This is an optimization exercise on Yosys and OpenROAD, whose aim is small area and a short achievable clock period, not a production implementation. Power figures rest on the tool's default switching activity, not on a simulated workload.

==> v12: inputs <==
==> flow/design.v (excerpt) <==
module Booth (
    input  CLK, RST,
    input  [31:0] x, y,
    output [63:0] p
);
export LEC_CHECK = 0
export CAP_MARGIN = 20
export CORE_MARGIN = 2
export CORE_UTILIZATION = 40
export SLEW_MARGIN = 20
export SYNTH_HIERARCHICAL = 1
export SYNTH_MINIMUM_KEEP_SIZE = 0
create_clock -name core_clock -period 7.5 [get_ports {CLK}]
run.sh (not shown) runs the stock make flow with config.mk's settings and CLKGATE_MAP_FILE= SYNTH_SCRIPT=/design/flow/synth_recipe.tcl, a recipe that flattens the netlist after the stock synthesis.
==> inputs of v25, as changes to v12 <==
- SETUP_SLACK_MARGIN: not set -> 3.8
==> qor summary <==
| quantity | v12 | v25 |
|---|---|---|
| Result of the run | no timing/DRC/antenna violations | no timing/DRC/antenna violations |
| Proportion of cell area occupied by multi-input gates | 73.8% | 63.8% |
| Global routing usage on met2 | 42.5% | 55.0% |
| Number of global-route vias before repair | 22600 | 26600 |
| Flop pwr share | 13.4% | 10.3% |
| Total of fill cells in the finished design | 6437 | 5419 |
| Worst path buffer plus inverter count | 2 | 5 |
| Worst path max stage delay | 840 ps | 350 ps |
| First-pass detailed-route iteration total | 5 | 6 |
| Worst hold-check slack | 753 ps | 908 ps |
| Tmin final | 6580 ps | 5360 ps |
| Wire length of the first global-routing pass | 148000 microns | 192000 microns |
| Clock network power share | 8.8% | 6.6% |
| Via/cell ratio | 5.93 | 6.29 |
| Clock Network Area Fraction | 2.94% | 2.00% |
| Static power due to leakage | 11.1 nW | 15.0 nW |
| Antenna cell count | 1 | 0 |
| Sequential cell area share | 12.9% | 10.7% |
No functional check of the RTL was part of any run of this note.

* * *

==> v1: inputs <==
Another version of the RTL of Booth (not shown whole).
Design Booth, start of the top module:
module Booth (
    input  CLK, RST,
    input  [31:0] x, y,
    output [63:0] p
);
export LEC_CHECK = 0
export CAP_MARGIN = 20
export CORE_MARGIN = 2
export CORE_UTILIZATION = 40
export SETUP_SLACK_MARGIN = 3.1
export SLEW_MARGIN = 20
export SYNTH_HIERARCHICAL = 1
export SYNTH_MINIMUM_KEEP_SIZE = 0
create_clock -name core_clock -period 7.5 [get_ports {CLK}]
standard.sh (not shown) runs the stock make flow with config.mk's settings and CLKGATE_MAP_FILE= SYNTH_SCRIPT=/design/flow/synth_recipe.tcl, a recipe that flattens the netlist after the stock synthesis.
==> flow/flow/run.sh <==
#!/bin/bash
# Own layout flow: the standard flow, plus one step after floorplan that
# sets every combinational cell to the smallest drive strength of its family
# (Yosys/ABC map with a fixed load and tends to pick oversized gates). The
# later resizer steps (repair_design, repair_timing) size up what needs it.
set -euo pipefail
here=$(pwd)
export POST_FLOORPLAN_TCL="$here/flow/downsize.tcl"
# buffer the ports with a plain buffer (the default pick is a slow delay cell)
export BUFFER_PORTS_ARGS="-buffer_cell sky130_fd_sc_hd__buf_2"
bash standard.sh > "$here/standard.log" 2>&1
==> flow/flow/downsize.tcl <==
# Swap each combinational standard cell for the smallest-drive cell of the same
# function (same footprint family); leave flops, adders, buffers and ties alone.
set n 0
foreach inst [get_cells *] {
  set master [get_property $inst ref_name]
  if {![regexp {^sky130_fd_sc_hd__([a-z0-9]+)_([0-9]+)$} $master -> base size]} { continue }
  if {[regexp {^(df|sdf|edf|dl|fa|ha|conb|tap|fill|decap|buf|clkbuf|clkdly|dlygate|dlymetal|inv|clkinv|diode|lpflow|probe)} $base]} { continue }
  set best ""
  set bestsize 1000
  foreach lc [get_lib_cells sky130_fd_sc_hd__${base}_*] {
    set nm [get_name $lc]
    if {![regexp "^sky130_fd_sc_hd__${base}_(\[0-9\]+)\$" $nm -> s]} { continue }
    if {[get_property $lc dont_use]} { continue }
    if {$s < $bestsize} { set bestsize $s; set best $nm }
  }
  if {$best ne "" && $best ne $master} {
    replace_cell $inst $best
    incr n
  }
}
puts "downsize: replaced $n cells"
==> inputs of v20, as changes to v1 <==
--- a/flow/flow/run.sh
+++ b/flow/flow/run.sh
@@ -7,5 +7,3 @@
 here=$(pwd)
 export POST_FLOORPLAN_TCL="$here/flow/downsize.tcl"
-# buffer the ports with a plain buffer (the default pick is a slow delay cell)
-export BUFFER_PORTS_ARGS="-buffer_cell sky130_fd_sc_hd__buf_2"
 bash standard.sh > "$here/standard.log" 2>&1
- SETUP_SLACK_MARGIN: 3.1 -> 3.5
==> comparison <==
Of v20 and v1, v20 has the higher power (gap about 22%, measured against v1). Global-route usage: v1 is lower than v20 (3.2 points). In v1 the cell area is smaller than in v20, by about 9%. Against v20, the count of clock-buffer cells in the layout of v1 is higher by 3. Of v20 and v1, v20 has the higher sequential power (gap about 3%, measured against v1). In v20 the non-clock buffer count is higher than in v1, by 72. Of v1 and v20, v20 has the higher combinational power (gap about 20%, measured against v20).
==> figures <==
Run status: v1 complete, no violations; v20 complete, no violations
Least-Margin Pin Slew: v1 0.656 ns; v20 1.02 ns
Antenna violations before repair: v1 2; v20 4
Final-layout clock buffer total: v1 41; v20 38
Number of search-and-repair iterations in the first detailed-routing pass: v1 13; v20 10
Ratio of layout area to synthesized area: v1 1.117x; v20 1.223x
Fraction of final layout cells with drive strength greater than 1: v1 0.198; v20 0.276
Wirelength, routed: v1 115000 um; v20 126000 um
Final HPWL from detailed placement: v1 68600 um; v20 66300 um
Routed length on met2: v1 48900 um; v20 50300 um
Cells resized by post-CTS repair: v1 167; v20 502
Maximum number of pins on one net before global-route repair: v1 70; v20 85
Sequential cell area share: v1 0.150; v20 0.139
Overall power of the completed layout: v1 17.4 mW; v20 21.2 mW
Final estimated routing congestion in global placement: v1 0.969; v20 0.927
Routed met1 length: v1 42500 um; v20 45000 um
No functional check of the RTL was part of any run of this note.

## afterwards: timing with drivers on the ports
The flow's constraints put no driver on any port. The routed layouts listed below were extracted and timed again, unchanged, in two steps. Step 1 assumes that a clkbuf_16 drives the clock port and a buf_2 every other input. Step 2 moves the port delays by t, midway between the first and last clock arrival at a register: inputs arrive t later, outputs are due t later. That takes back most of the time a late clock gives input paths. Three values: ideal, step 1, step 2; two values: the first two.
run	shift t [ns]	setup WS [ns]	worst setup path after step 2	latest minus earliest clock arrival (ns)
v12	0.642	0.921 / 0.858 / 1.500	register to output	0.023 / 0.024
v25	0.680	2.137 / 2.068 / 2.748	register to output	0.022 / 0.022
v1	0.637	3.061 / 3.061 / 3.061	register to register	0.022 / 0.022
v20	0.655	3.110 / 3.040 / 3.076	input to register	0.019 / 0.020
After both steps setup and hold are still met in every run listed. For v20, which loses most, drivers alone change the setup slack by -0.070 ns; drivers and shift together by -0.034 ns.
